Source: an optimization exercise on an open RTL-to-GDS flow (aim: a short achievable clock period and few clock cycles). Production flows keep margins and buffers that such runs may drop.
Where RTL was checked, it was by simulation tests only, not by an equivalence proof against the original.
Power figures rest on the tool's default switching activity, not on a simulated workload.

== run E ==
// SCPU
module SCPU(
    input clk,
    input rst,
    input [31:0] inst_in,
    input [31:0] Data_in,
    output [3:0] RAM_mask,
    output [31:0] Data_out,
    output [31:0] Addr_out,
    output        MemWrite,
    output [31:0] PC_out
    );
clock: 15.0 ns
lec_check: 0
abc_clock_period_in_ps: 4000
cap_margin: 20
core_margin: 2
core_utilization: 60
cts_cluster_diameter: 80
cts_cluster_size: 24
place_density: 0.72
setup_slack_margin: 5
slew_margin: 20
standard.sh (not shown) runs the stock make flow with config.mk's settings and CLKGATE_MAP_FILE= SYNTH_SCRIPT=/design/flow/synth_recipe.tcl, a recipe that flattens the netlist after the stock synthesis.
==> flow/flow/run.sh <==
#!/bin/bash
# The standard ORFS flow (the standard.sh) with two changes to how the
# layout is optimised:
#  * adders are left to ABC as plain logic instead of the library's half/full
#    adder cells (ADDER_MAP_FILE empty), which gives shallower carry logic;
#    registers, their names and cell types are the same as in the standard
#    synthesis;
#  * timing repair aims for a slack of MARGIN ns beyond the clock period, so
#    the layout is optimised well past what the 15 ns clock needs.
set -euo pipefail
MARGIN=${MARGIN:-11}
bash standard.sh SETUP_SLACK_MARGIN=$MARGIN ADDER_MAP_FILE= finish > flow_make.log 2>&1
Run E: no failed stages, no open violations at the end
Inputs modified between run E and run B:
--- a/flow/design.v
+++ b/flow/design.v
@@ -43,19 +43,19 @@
 reg  [31:0] d_inst, d_pc;
 reg  [3:0]  bt_v;
 reg  [1:0]  bt_ptr;
 reg  [31:2] bt_pc [0:3];
 reg  [31:2] bt_tg [0:3];
 reg         e_kill;                      
 reg  [31:0] e_rs1v, e_rs2v, e_sv, e_kval, e_altpc;    
 reg  [4:0]  e_rd;
 reg  [1:0]  e_w;
-reg         e_we, e_load, e_store, e_lu, e_kn, e_skip1, e_jalr;
+reg         e_we, e_load, e_store, e_lu, e_kn, e_skip1, e_jalr, e_isadd;
 reg         e_fa_m, e_fb_m, e_fs_m;
 reg         s_add, s_sub, s_sll, s_sr, s_sra, s_slt, s_sltu, s_xor, s_or, s_and, s_k;
 reg  [3:0]  f_eq, f_ne, f_lt, f_ge, f_ltu, f_geu;    
 reg  [31:0] m_res;
 reg  [4:0]  m_rd;
 reg         m_we, m_load;
 reg         m_store;
 reg  [31:0] m_sdata;
 reg  [3:0]  m_mask;
@@ -183,36 +183,41 @@
             assign p_lt[gi*2+gj]  = $signed(av[gi]) < $signed(bv[gj]);
             assign p_ltu[gi*2+gj] = av[gi] < bv[gj];
         end
     end
 endgenerate
 wire x_cond = ~e_kill & (|((f_eq & p_eq) | (f_ne & ~p_eq) | (f_lt & p_lt) |
                            (f_ge & ~p_lt) | (f_ltu & p_ltu) | (f_geu & ~p_ltu)));
 wire skip_ok = e_skip1 & d_valid & ~d_bp;
 wire [31:0] jt = sum;
-wire id_go  = d_valid & ~stall & (d_bp ? ~want_br : want);
-wire bt_ins = d_valid & ~stall & ~d_bp & want_br;
+wire        sum_z = ((ea ^ bop) == {ea[30:0] | bop[30:0], 1'b0});
+wire        fz_ok = is_br & (d_f3[2:1] == 2'b00) & ex_we & e_isadd &
+                    (((d_rs2 == 5'd0) & (e_rd == d_rs1)) | ((d_rs1 == 5'd0) & (e_rd == d_rs2)));
+wire        fz_t  = sum_z ^ d_f3[0];               
+wire id_go  = d_valid & ~stall & (fz_ok ? (fz_t ^ d_bp) : d_bp ? ~want_br : want);
+wire bt_ins = d_valid & ~stall & ~d_bp & (fz_ok ? fz_t : want_br);
+wire [31:0] id_tgt2 = fz_ok ? (fz_t ? d_tgt : d_pc4) : id_target;
 wire x_squash    = x_cond & skip_ok;
 wire x_redirect  = (x_cond & ~skip_ok) | ex_jalr;
 wire id_redirect = id_go & ~x_cond & ~ex_jalr;
 wire [31:0] sdata = (e_w == 2'd0) ? {4{es[7:0]}} :
                     (e_w == 2'd1) ? {2{es[15:0]}} : es;
 wire [3:0]  smask = (e_w == 2'd0) ? (4'b0001 << sum[1:0]) :
                     (e_w == 2'd1) ? (sum[1] ? 4'b1100 : 4'b0011) : 4'b1111;
 wire [31:0] pc_nc = ex_jalr ? {jt[31:1], 1'b0} :
                     stall   ? PC :
-                    id_go   ? id_target : i_next;
+                    id_go   ? id_tgt2 : i_next;
 wire        dv_nc = ~ex_jalr & (stall ? d_valid : ~id_go);
 wire [31:0] pc_c  = skip_ok ? i_next : e_altpc;
 wire [31:0] pc_next = x_cond ? pc_c : pc_nc;
 wire [2:0] bf = d_pred ? {d_f3[2:1], ~d_f3[0]} : d_f3;    
 wire       v_in = d_valid & ~stall;
-wire       vb = v_in & is_br;
+wire       vb = v_in & is_br & ~fz_ok;
 wire [3:0] pair = {fa_m & fb_m, fa_m & ~fb_m, ~fa_m & fb_m, ~fa_m & ~fb_m};
 wire       d_bimm = ~(is_op | is_br);
 wire       alu_add = (is_alu & d_f3 == 3'd0 & ~(is_op & d_inst[30])) | is_load | is_store;
 always @(posedge clk or posedge rst) begin
     if (rst) begin
         PC_o    <= 32'b0;
         r0      <= 1'b1;
         d_valid <= 1'b0;
         bt_v    <= 4'b0;
@@ -275,18 +280,19 @@
     e_kval  <= is_lui ? immU : is_auipc ? tgt_u : d_pc4;
     e_altpc <= (is_br & ~d_inst[31]) ? tgt_b : d_pc4;
     e_rd    <= d_rd;
     e_w     <= d_f3[1:0];
     e_lu    <= d_f3[2];
     e_fa_m  <= fa_m;
     e_fb_m  <= fb_m & ~d_bimm;
     e_fs_m  <= fb_m;
     s_add   <= alu_add;
+    e_isadd <= is_alu & d_f3 == 3'd0 & ~(is_op & d_inst[30]);
     s_sub   <= is_op & d_f3 == 3'd0 & d_inst[30];
     s_sll   <= is_alu & d_f3 == 3'd1;
     s_slt   <= is_alu & d_f3 == 3'd2;
     s_sltu  <= is_alu & d_f3 == 3'd3;
     s_xor   <= is_alu & d_f3 == 3'd4;
     s_sr    <= is_alu & d_f3 == 3'd5;
     s_sra   <= d_inst[30];
     s_or    <= is_alu & d_f3 == 3'd6;
     s_and   <= is_alu & d_f3 == 3'd7;
## What came out
Going from run E to run B, met2 wirelength from detailed routing now sits higher, routed wire length now sits higher, final core utilization now sits higher.
Run B vs run E, cell with the largest stage delay on the worst path: dfxtp_1 vs a222oi_1
Diff run B and run E: sequential fraction of total cell area lower in run B
Floorplan die height of run E is on par with run B.
Run B against run E: global-route wire length before repair rose about 4%, stage delay of the slowest cell on the critical path down 0.15 ns, max-slew headroom at the worst pin now larger.
No functional check of the RTL was part of any run of this note.

* * *

SCPU, a different RTL version from the one above (not shown whole).
Size: ~9,700 cells after synthesis, roughly 170 I/O pins, ~96,000 um^2 of cells after synthesis.
Settings: LEC_CHECK=0, ABC_CLOCK_PERIOD_IN_PS=4000, CAP_MARGIN=20, CORE_MARGIN=2, CORE_UTILIZATION=60, CTS_CLUSTER_DIAMETER=80, CTS_CLUSTER_SIZE=24, PLACE_DENSITY=0.72, SETUP_SLACK_MARGIN=5, SLEW_MARGIN=20; clock period 15.0 ns.
Scripts as last shown in full above: flow/flow/run.sh
Testbench counts at the start, summed over its fixed seeds: cycles 59,148.
Change:
--- a/flow/design.v
+++ b/flow/design.v
@@ -35,19 +35,19 @@
 reg  [31:0] d_inst, d_pc;
 reg  [3:0]  bt_v;
 reg  [1:0]  bt_ptr;
 reg  [31:2] bt_pc [0:3];
 reg  [31:2] bt_tg [0:3];
 reg         e_kill;                      
 reg  [31:0] e_rs1v, e_rs2v, e_sv, e_kval, e_altpc;    
 reg  [4:0]  e_rd;
 reg  [1:0]  e_w;
-reg         e_we, e_load, e_store, e_lu, e_kn, e_skip1, e_jalr, e_isadd;
+reg         e_we, e_load, e_store, e_lu, e_kn, e_skip1, e_jalr;
 reg         e_fa_m, e_fb_m, e_fs_m;
 reg         s_add, s_sub, s_sll, s_sr, s_sra, s_slt, s_sltu, s_xor, s_or, s_and, s_k;
 reg  [3:0]  f_eq, f_ne, f_lt, f_ge, f_ltu, f_geu;    
 reg  [31:0] m_res;
 reg  [4:0]  m_rd;
 reg         m_we, m_load;
 reg  [2:0]  m_f3;
 reg         m_store;
 reg  [31:0] m_sdata;
@@ -131,18 +131,20 @@
 wire d_pred = is_br & d_inst[31];
 wire fa_m = ex_we & (e_rd == d_rs1);
 wire fa_w = m_we & (m_rd == d_rs1);    
 wire fb_m = ex_we & (e_rd == d_rs2);
 wire want_br = is_jal | d_pred;
 wire jf_ok = is_jalr & ((fa_m & e_kn) | (~fa_m & fa_w & ~m_load));
 wire [31:0] jf_sum = (fa_m ? e_kval : m_res) + immI;
 wire want = want_br | jf_ok;
 wire [31:0] id_target = jf_ok ? {jf_sum[31:1], 1'b0} : want_br ? d_tgt : d_pc4;
+wire id_go  = d_valid & ~stall & (d_bp ? ~want_br : want);
+wire bt_ins = d_valid & ~stall & ~d_bp & want_br;
 reg         bt_hit;
 reg  [31:2] bt_tgt;
 integer bi;
 always @(*) begin
     bt_hit = 1'b0;
     bt_tgt = 30'b0;
     for (bi = 0; bi < 4; bi = bi + 1)
         if (bt_v[bi] && bt_pc[bi] == PC[31:2]) begin
             bt_hit = 1'b1;
@@ -184,41 +186,34 @@
             assign p_lt[gi*2+gj]  = $signed(av[gi]) < $signed(bv[gj]);
             assign p_ltu[gi*2+gj] = av[gi] < bv[gj];
         end
     end
 endgenerate
 wire x_cond = ~e_kill & (|((f_eq & p_eq) | (f_ne & ~p_eq) | (f_lt & p_lt) |
                            (f_ge & ~p_lt) | (f_ltu & p_ltu) | (f_geu & ~p_ltu)));
 wire skip_ok = e_skip1 & d_valid & ~d_bp;
 wire [31:0] jt = sum;
-wire        sum_z = ((ea ^ bop) == {ea[30:0] | bop[30:0], 1'b0});
-wire        fz_ok = is_br & (d_f3[2:1] == 2'b00) & ex_we & e_isadd &
-                    (((d_rs2 == 5'd0) & (e_rd == d_rs1)) | ((d_rs1 == 5'd0) & (e_rd == d_rs2)));
-wire        fz_t  = sum_z ^ d_f3[0];               
-wire id_go  = d_valid & ~stall & (fz_ok ? (fz_t ^ d_bp) : d_bp ? ~want_br : want);
-wire bt_ins = d_valid & ~stall & ~d_bp & (fz_ok ? fz_t : want_br);
-wire [31:0] id_tgt2 = fz_ok ? (fz_t ? d_tgt : d_pc4) : id_target;
 wire x_squash    = x_cond & skip_ok;
 wire x_redirect  = (x_cond & ~skip_ok) | ex_jalr;
 wire id_redirect = id_go & ~x_cond & ~ex_jalr;
 wire [31:0] sdata = (e_w == 2'd0) ? {4{es[7:0]}} :
                     (e_w == 2'd1) ? {2{es[15:0]}} : es;
 wire [3:0]  smask = (e_w == 2'd0) ? (4'b0001 << sum[1:0]) :
                     (e_w == 2'd1) ? (sum[1] ? 4'b1100 : 4'b0011) : 4'b1111;
 wire [31:0] pc_nc = ex_jalr ? {jt[31:1], 1'b0} :
                     stall   ? PC :
-                    id_go   ? id_tgt2 : i_next;
+                    id_go   ? id_target : i_next;
 wire        dv_nc = ~ex_jalr & (stall ? d_valid : ~id_go);
 wire [31:0] pc_c  = skip_ok ? i_next : e_altpc;
 wire [31:0] pc_next = x_cond ? pc_c : pc_nc;
 wire [2:0] bf = d_pred ? {d_f3[2:1], ~d_f3[0]} : d_f3;    
 wire       v_in = d_valid & ~stall;
-wire       vb = v_in & is_br & ~fz_ok;
+wire       vb = v_in & is_br;
 wire [3:0] pair = {fa_m & fb_m, fa_m & ~fb_m, ~fa_m & fb_m, ~fa_m & ~fb_m};
 wire       d_bimm = ~(is_op | is_br);
 wire       alu_add = (is_alu & d_f3 == 3'd0 & ~(is_op & d_inst[30])) | is_load | is_store;
 always @(posedge clk or posedge rst) begin
     if (rst) begin
         PC_o    <= 32'b0;
         r0      <= 1'b1;
         d_valid <= 1'b0;
         bt_v    <= 4'b0;
@@ -278,19 +273,18 @@
     e_kval  <= is_lui ? immU : is_auipc ? tgt_u : d_pc4;
     e_altpc <= (is_br & ~d_inst[31]) ? tgt_b : d_pc4;
     e_rd    <= d_rd;
     e_w     <= d_f3[1:0];
     e_lu    <= d_f3[2];
     e_fa_m  <= fa_m;
     e_fb_m  <= fb_m & ~d_bimm;
     e_fs_m  <= fb_m;
     s_add   <= alu_add;
-    e_isadd <= is_alu & d_f3 == 3'd0 & ~(is_op & d_inst[30]);
     s_sub   <= is_op & d_f3 == 3'd0 & d_inst[30];
     s_sll   <= is_alu & d_f3 == 3'd1;
     s_slt   <= is_alu & d_f3 == 3'd2;
     s_sltu  <= is_alu & d_f3 == 3'd3;
     s_xor   <= is_alu & d_f3 == 3'd4;
     s_sr    <= is_alu & d_f3 == 3'd5;
     s_sra   <= d_inst[30];
     s_or    <= is_alu & d_f3 == 3'd6;
     s_and   <= is_alu & d_f3 == 3'd7;
After rerunning:
- sequential power rises by about 12%
- fmax climbs by 1.9%
- total power grows by 44%
- sequential cell count is lower by 1
- register-to-register slack gains 0.08 ns
- synthesized area came out lower by 2.5%
- synthesized cell count goes down by about 4.5%
Testbench counts after the change, summed over its fixed seeds: cycles 60,095.

* * *

## the baseline
The RTL this note starts from:
==> flow/design.v <==
module Regs(
    input clk,
    input [4:0] Rs1_addr,
    input [4:0] Rs2_addr,
    input [4:0] Wt_addr,
    input [31:0] Wt_data,
    input RegWrite,
    output [31:0] Rs1_data,
    output [31:0] Rs2_data
    );
    reg [31:0] r [1:31];
    assign Rs1_data = (Rs1_addr == 5'd0) ? 32'b0 : r[Rs1_addr];
    assign Rs2_data = (Rs2_addr == 5'd0) ? 32'b0 : r[Rs2_addr];
    always @(posedge clk) begin
        if (RegWrite && Wt_addr != 5'd0)
            r[Wt_addr] <= Wt_data;
    end
endmodule
`timescale 1ns / 1ps
module SCPU(
    input clk,
    input rst,
    input [31:0] inst_in,
    input [31:0] Data_in,
    output [3:0] RAM_mask,
    output [31:0] Data_out,
    output [31:0] Addr_out,
    output        MemWrite,
    output [31:0] PC_out
    );
localparam OP_ADD  = 4'd0;
localparam OP_SUB  = 4'd1;
localparam OP_SLL  = 4'd2;
localparam OP_SLT  = 4'd3;
localparam OP_SLTU = 4'd4;
localparam OP_XOR  = 4'd5;
localparam OP_SRL  = 4'd6;
localparam OP_SRA  = 4'd7;
localparam OP_OR   = 4'd8;
localparam OP_AND  = 4'd9;
localparam OP_PASS = 4'd10;
localparam OP_LINK = 4'd11;
reg  [31:0] PC;
reg         d_valid;
reg  [31:0] d_inst, d_pc;
reg         e_valid;
reg  [31:0] e_pc, e_rs1v, e_rs2v, e_imm, e_altpc;
reg  [4:0]  e_rd;
reg  [3:0]  e_op;
reg  [2:0]  e_f3;
reg         e_we, e_load, e_store, e_br, e_jalr, e_pred, e_bimm;
reg         e_fa_m, e_fa_w, e_fb_m, e_fb_w;
reg         m_valid;
reg  [31:0] m_res;
reg  [4:0]  m_rd;
reg         m_we, m_load;
reg  [2:0]  m_f3;
reg         m_store;
reg  [31:0] m_sdata;
reg  [3:0]  m_mask;
reg  [31:0] w_res, w_din;
reg  [4:0]  w_rd;
reg         w_we, w_load;
reg  [2:0]  w_f3;
reg  [1:0]  w_a;
assign PC_out   = PC;
assign Addr_out = m_res;
assign MemWrite = m_store;
assign Data_out = m_sdata;
assign RAM_mask = m_mask;
reg [31:0] w_ld;
always @(*) begin
    case (w_f3)
        3'd0: case (w_a)
                2'd0: w_ld = {{24{w_din[7]}},  w_din[7:0]};
                2'd1: w_ld = {{24{w_din[15]}}, w_din[15:8]};
                2'd2: w_ld = {{24{w_din[23]}}, w_din[23:16]};
                default: w_ld = {{24{w_din[31]}}, w_din[31:24]};
              endcase
        3'd1: w_ld = w_a[1] ? {{16{w_din[31]}}, w_din[31:16]} : {{16{w_din[15]}}, w_din[15:0]};
        3'd4: case (w_a)
                2'd0: w_ld = {24'b0, w_din[7:0]};
                2'd1: w_ld = {24'b0, w_din[15:8]};
                2'd2: w_ld = {24'b0, w_din[23:16]};
                default: w_ld = {24'b0, w_din[31:24]};
              endcase
        3'd5: w_ld = w_a[1] ? {16'b0, w_din[31:16]} : {16'b0, w_din[15:0]};
        default: w_ld = w_din;
    endcase
end
wire [31:0] w_data = w_load ? w_ld : w_res;
wire [6:0] d_opc7 = d_inst[6:0];
wire [4:0] d_opc = d_inst[6:2];
wire [4:0] d_rs1 = d_inst[19:15];
wire [4:0] d_rs2 = d_inst[24:20];
wire [4:0] d_rd  = d_inst[11:7];
wire [2:0] d_f3  = d_inst[14:12];
wire is_lui   = d_opc == 5'b01101;
wire is_auipc = d_opc == 5'b00101;
wire is_jal   = d_opc == 5'b11011;
wire is_jalr  = d_opc == 5'b11001;
wire is_br    = d_opc == 5'b11000;
wire is_load  = d_opc == 5'b00000;
wire is_store = d_opc == 5'b01000;
wire is_opimm = d_opc == 5'b00100;
wire is_op    = d_opc == 5'b01100;
wire uses1 = is_jalr | is_br | is_load | is_store | is_opimm | is_op;
wire uses2 = is_br | is_store | is_op;
wire d_we  = (is_lui | is_auipc | is_jal | is_jalr | is_load | is_opimm | is_op) & (d_rd != 5'd0);
wire [31:0] immI = {{20{d_inst[31]}}, d_inst[31:20]};
wire [31:0] immS = {{20{d_inst[31]}}, d_inst[31:25], d_inst[11:7]};
wire [31:0] immB = {{19{d_inst[31]}}, d_inst[31], d_inst[7], d_inst[30:25], d_inst[11:8], 1'b0};
wire [31:0] immJ = {{11{d_inst[31]}}, d_inst[31], d_inst[19:12], d_inst[20], d_inst[30:21], 1'b0};
wire [31:0] immU = {d_inst[31:12], 12'b0};
wire [31:0] d_tgt = d_pc + (is_jal ? immJ : is_auipc ? immU : immB);
wire [31:0] d_pc4 = d_pc + 32'd4;
reg [3:0] d_op;
always @(*) begin
    if (is_op | is_opimm) begin
        case (d_f3)
            3'd0: d_op = (is_op & d_inst[30]) ? OP_SUB : OP_ADD;
            3'd1: d_op = OP_SLL;
            3'd2: d_op = OP_SLT;
            3'd3: d_op = OP_SLTU;
            3'd4: d_op = OP_XOR;
            3'd5: d_op = d_inst[30] ? OP_SRA : OP_SRL;
            3'd6: d_op = OP_OR;
            default: d_op = OP_AND;
        endcase
    end else if (is_lui | is_auipc | is_jal)
        d_op = OP_PASS;
    else if (is_jalr)
        d_op = OP_LINK;
    else
        d_op = OP_ADD;
end
wire [31:0] d_imm = is_lui ? immU : is_auipc ? d_tgt : is_jal ? d_pc4 : is_store ? immS : immI;
wire [31:0] rf1, rf2;
Regs U1(
    .clk(clk),
    .Rs1_addr(d_rs1),
    .Rs2_addr(d_rs2),
    .Wt_addr(w_rd),
    .Wt_data(w_data),
    .RegWrite(w_we),
    .Rs1_data(rf1),
    .Rs2_data(rf2)
);
wire [31:0] d_rs1v = (w_we && w_rd == d_rs1) ? w_data : rf1;
wire [31:0] d_rs2v = (w_we && w_rd == d_rs2) ? w_data : rf2;
wire stall = d_valid & e_valid & e_load &
             ((uses1 & e_rd == d_rs1) | (uses2 & e_rd == d_rs2));
wire d_pred = is_br & d_inst[31];
wire id_redirect = d_valid & ~stall & (is_jal | d_pred);
wire fa_m = e_valid & e_we & (e_rd == d_rs1);
wire fa_w = m_valid & m_we & (m_rd == d_rs1);
wire fb_m = e_valid & e_we & (e_rd == d_rs2);
wire fb_w = m_valid & m_we & (m_rd == d_rs2);
wire [31:0] ea = e_fa_m ? m_res : e_fa_w ? w_data : e_rs1v;
wire [31:0] eb = e_fb_m ? m_res : e_fb_w ? w_data : e_rs2v;
wire [31:0] bop = e_bimm ? e_imm : eb;
wire [31:0] sum = ea + bop;
wire [31:0] dif = ea - bop;
wire        slt  = $signed(ea) < $signed(bop);
wire        sltu = ea < bop;
reg [31:0] alu;
always @(*) begin
    case (e_op)
        OP_ADD:  alu = sum;
        OP_SUB:  alu = dif;
        OP_SLL:  alu = ea << bop[4:0];
        OP_SLT:  alu = {31'b0, slt};
        OP_SLTU: alu = {31'b0, sltu};
        OP_XOR:  alu = ea ^ bop;
        OP_SRL:  alu = ea >> bop[4:0];
        OP_SRA:  alu = $signed(ea) >>> bop[4:0];
        OP_OR:   alu = ea | bop;
        OP_AND:  alu = ea & bop;
        OP_PASS: alu = e_imm;
        default: alu = e_altpc;
    endcase
end
wire beq  = ea == eb;
wire blt  = $signed(ea) < $signed(eb);
wire bltu = ea < eb;
reg  btaken;
always @(*) begin
    case (e_f3)
        3'd0: btaken = beq;
        3'd1: btaken = ~beq;
        3'd4: btaken = blt;
        3'd5: btaken = ~blt;
        3'd6: btaken = bltu;
        default: btaken = ~bltu;
    endcase
end
wire x_redirect = e_valid & ((e_br & (btaken ^ e_pred)) | e_jalr);
wire [31:0] x_target = e_jalr ? {sum[31:1], 1'b0} : e_altpc;
wire [31:0] sdata = (e_f3[1:0] == 2'd0) ? {4{eb[7:0]}} :
                    (e_f3[1:0] == 2'd1) ? {2{eb[15:0]}} : eb;
wire [3:0]  smask = (e_f3[1:0] == 2'd0) ? (4'b0001 << sum[1:0]) :
                    (e_f3[1:0] == 2'd1) ? (sum[1] ? 4'b1100 : 4'b0011) : 4'b1111;
always @(posedge clk or posedge rst) begin
    if (rst) begin
        PC      <= 32'b0;
        d_valid <= 1'b0;
        e_valid <= 1'b0;
        m_valid <= 1'b0;
        m_store <= 1'b0;
        m_we    <= 1'b0;
        w_we    <= 1'b0;
    end else begin
        if (x_redirect) begin
            PC      <= x_target;
            d_valid <= 1'b0;
        end else if (stall) begin
            PC      <= PC;
        end else if (id_redirect) begin
            PC      <= d_tgt;
            d_valid <= 1'b0;
        end else begin
            PC      <= PC + 32'd4;
            d_valid <= 1'b1;
        end
        e_valid <= d_valid & ~stall & ~x_redirect;
        m_valid <= e_valid;
        m_we    <= e_valid & e_we;
        m_store <= e_valid & e_store;
        w_we    <= m_we;
    end
end
always @(posedge clk) begin
    if (!stall) begin
        d_inst <= inst_in;
        d_pc   <= PC;
    end
    e_pc    <= d_pc;
    e_rs1v  <= d_rs1v;
    e_rs2v  <= d_rs2v;
    e_imm   <= d_imm;
    e_altpc <= (is_br & ~d_inst[31]) ? d_tgt : d_pc4;
    e_rd    <= d_rd;
    e_op    <= d_op;
    e_f3    <= d_f3;
    e_we    <= d_we;
    e_load  <= is_load;
    e_store <= is_store;
    e_br    <= is_br;
    e_jalr  <= is_jalr;
    e_pred  <= d_pred;
    e_bimm  <= ~(is_op | is_br);
    e_fa_m  <= fa_m;
    e_fa_w  <= fa_w;
    e_fb_m  <= fb_m;
    e_fb_w  <= fb_w;
    m_res   <= alu;
    m_rd    <= e_rd;
    m_load  <= e_load;
    m_f3    <= e_f3;
    m_sdata <= sdata;
    m_mask  <= smask;
    w_res   <= m_res;
    w_din   <= Data_in;
    w_rd    <= m_rd;
    w_load  <= m_load;
    w_f3    <= m_f3;
    w_a     <= m_res[1:0];
end
endmodule
==> flow/config.mk <==
export PLATFORM = sky130hd
export DESIGN_NAME = SCPU
export DESIGN_NICKNAME = SCPU
export VERILOG_FILES = /design/flow/design.v
export SDC_FILE = /design/flow/constraint.sdc
export NUM_CORES = 8
export LEC_CHECK = 0
export ABC_CLOCK_PERIOD_IN_PS = 4000
export CAP_MARGIN = 20
export CORE_MARGIN = 2
export CORE_UTILIZATION = 40
export PLACE_DENSITY = 0.6
export SETUP_SLACK_MARGIN = 5
export SLEW_MARGIN = 20
==> flow/constraint.sdc <==
create_clock -name core_clock -period 15.0 [get_ports {clk}]
set_input_delay 3.0000 -clock core_clock [delete_from_list [all_inputs] [get_ports {clk}]]
set_output_delay 3.0000 -clock core_clock [all_outputs]
set_load 0.01 [all_outputs]
==> flow/flow/run.sh <==
#!/bin/bash
# Standard ORFS flow; timing repair aims for slack MARGIN ns beyond the clock period
set -euo pipefail
MARGIN=${MARGIN:-11}
bash standard.sh SETUP_SLACK_MARGIN=$MARGIN finish > flow_make.log 2>&1
Input changes introduced in the candidate (baseline for comparison: the baseline):
--- a/flow/design.v
+++ b/flow/design.v
@@ -45,5 +45,5 @@
 reg  [31:0] d_inst, d_pc;
 reg         e_valid;
-reg  [31:0] e_pc, e_rs1v, e_rs2v, e_imm, e_altpc;
+reg  [31:0] e_rs1v, e_rs2v, e_imm, e_altpc;
 reg  [4:0]  e_rd;
 reg  [3:0]  e_op;
@@ -59,9 +59,7 @@
 reg  [31:0] m_sdata;
 reg  [3:0]  m_mask;
-reg  [31:0] w_res, w_din;
+reg  [31:0] w_val;
 reg  [4:0]  w_rd;
-reg         w_we, w_load;
-reg  [2:0]  w_f3;
-reg  [1:0]  w_a;
+reg         w_we;
 assign PC_out   = PC;
 assign Addr_out = m_res;
@@ -69,25 +67,25 @@
 assign Data_out = m_sdata;
 assign RAM_mask = m_mask;
-reg [31:0] w_ld;
-always @(*) begin
-    case (w_f3)
-        3'd0: case (w_a)
-                2'd0: w_ld = {{24{w_din[7]}},  w_din[7:0]};
-                2'd1: w_ld = {{24{w_din[15]}}, w_din[15:8]};
-                2'd2: w_ld = {{24{w_din[23]}}, w_din[23:16]};
-                default: w_ld = {{24{w_din[31]}}, w_din[31:24]};
+reg [31:0] m_ld;
+always @(*) begin
+    case (m_f3)
+        3'd0: case (m_res[1:0])
+                2'd0: m_ld = {{24{Data_in[7]}},  Data_in[7:0]};
+                2'd1: m_ld = {{24{Data_in[15]}}, Data_in[15:8]};
+                2'd2: m_ld = {{24{Data_in[23]}}, Data_in[23:16]};
+                default: m_ld = {{24{Data_in[31]}}, Data_in[31:24]};
               endcase
-        3'd1: w_ld = w_a[1] ? {{16{w_din[31]}}, w_din[31:16]} : {{16{w_din[15]}}, w_din[15:0]};
-        3'd4: case (w_a)
-                2'd0: w_ld = {24'b0, w_din[7:0]};
-                2'd1: w_ld = {24'b0, w_din[15:8]};
-                2'd2: w_ld = {24'b0, w_din[23:16]};
-                default: w_ld = {24'b0, w_din[31:24]};
+        3'd1: m_ld = m_res[1] ? {{16{Data_in[31]}}, Data_in[31:16]} : {{16{Data_in[15]}}, Data_in[15:0]};
+        3'd4: case (m_res[1:0])
+                2'd0: m_ld = {24'b0, Data_in[7:0]};
+                2'd1: m_ld = {24'b0, Data_in[15:8]};
+                2'd2: m_ld = {24'b0, Data_in[23:16]};
+                default: m_ld = {24'b0, Data_in[31:24]};
               endcase
-        3'd5: w_ld = w_a[1] ? {16'b0, w_din[31:16]} : {16'b0, w_din[15:0]};
-        default: w_ld = w_din;
+        3'd5: m_ld = m_res[1] ? {16'b0, Data_in[31:16]} : {16'b0, Data_in[15:0]};
+        default: m_ld = Data_in;
     endcase
 end
-wire [31:0] w_data = w_load ? w_ld : w_res;
+wire [31:0] w_data = w_val;
 wire [6:0] d_opc7 = d_inst[6:0];
 wire [4:0] d_opc = d_inst[6:2];
@@ -235,5 +233,4 @@
         d_pc   <= PC;
     end
-    e_pc    <= d_pc;
     e_rs1v  <= d_rs1v;
     e_rs2v  <= d_rs2v;
@@ -260,10 +257,6 @@
     m_sdata <= sdata;
     m_mask  <= smask;
-    w_res   <= m_res;
-    w_din   <= Data_in;
+    w_val   <= m_load ? m_ld : m_res;
     w_rd    <= m_rd;
-    w_load  <= m_load;
-    w_f3    <= m_f3;
-    w_a     <= m_res[1:0];
 end
 endmodule
==> results.txt <==
Reported for the baseline and the candidate, total of max-cap violations turned out identical to the last digit. Going from the baseline to the candidate, number of detailed-route iterations in the first pass shrinks by 6. The baseline → the candidate: routed wire length on met3 fell about 15%; via density per instance fell 1.1%. More vias were needed by the baseline than by the candidate. Final layout net count was higher in the baseline than in the candidate. Mux contribution to synthesized area, the baseline and the candidate: lower on the baseline.
No functional check of the RTL was part of any run of this note.

[re-timing with driven ports]
Ports are ideal in the flow. The routed layouts listed here were re-timed in OpenROAD.
Step 1 (the two cells are an assumption about what drives the block):
set clk [get_ports {clk}]
set_driving_cell -lib_cell sky130_fd_sc_hd__clkbuf_16 $clk
set_driving_cell -lib_cell sky130_fd_sc_hd__buf_2 [delete_from_list [all_inputs] $clk]
Step 2 adds t to the input delays and takes it off the output delays; t is the mean of the earliest and latest rising clock arrival at the registers after step 1. Input paths then give back, and output paths get back, about the clock's delay inside the block.
Slacks: ideal ports / drivers / drivers and shift; pairs: ideal ports / drivers.
run | t, ns | slack for setup (ns) | hold WS [ns] | worst setup path at the end | clock arrival spread, ns
run E | 0.913 | 10.273 / 10.273 / 10.139 | 0.385 / 0.385 / 0.385 | input to register | 0.063 / 0.064
run B | 0.917 | 10.300 / 10.300 / 10.147 | 0.411 / 0.411 / 0.411 | input to register | 0.081 / 0.081
the first run of note 2 | 0.885 | 10.439 / 10.439 / 9.935 | 0.377 / 0.377 / 0.377 | input to register | 0.068 / 0.067
the second run of note 2 | 0.879 | 10.523 / 10.523 / 9.911 | 0.336 / 0.336 / 0.336 | input to register | 0.062 / 0.063
the baseline | 0.871 | 9.578 / 9.578 / 9.578 | 0.328 / 0.328 / 0.328 | register to register | 0.059 / 0.060
the candidate | 0.883 | 10.505 / 10.461 / 10.081 | 0.372 / 0.372 / 0.372 | input to register | 0.062 / 0.062
After both steps every run listed still meets setup and hold. For the second run of note 2, which loses most, drivers alone change the setup slack by 0.000 ns; drivers and shift together by -0.612 ns.
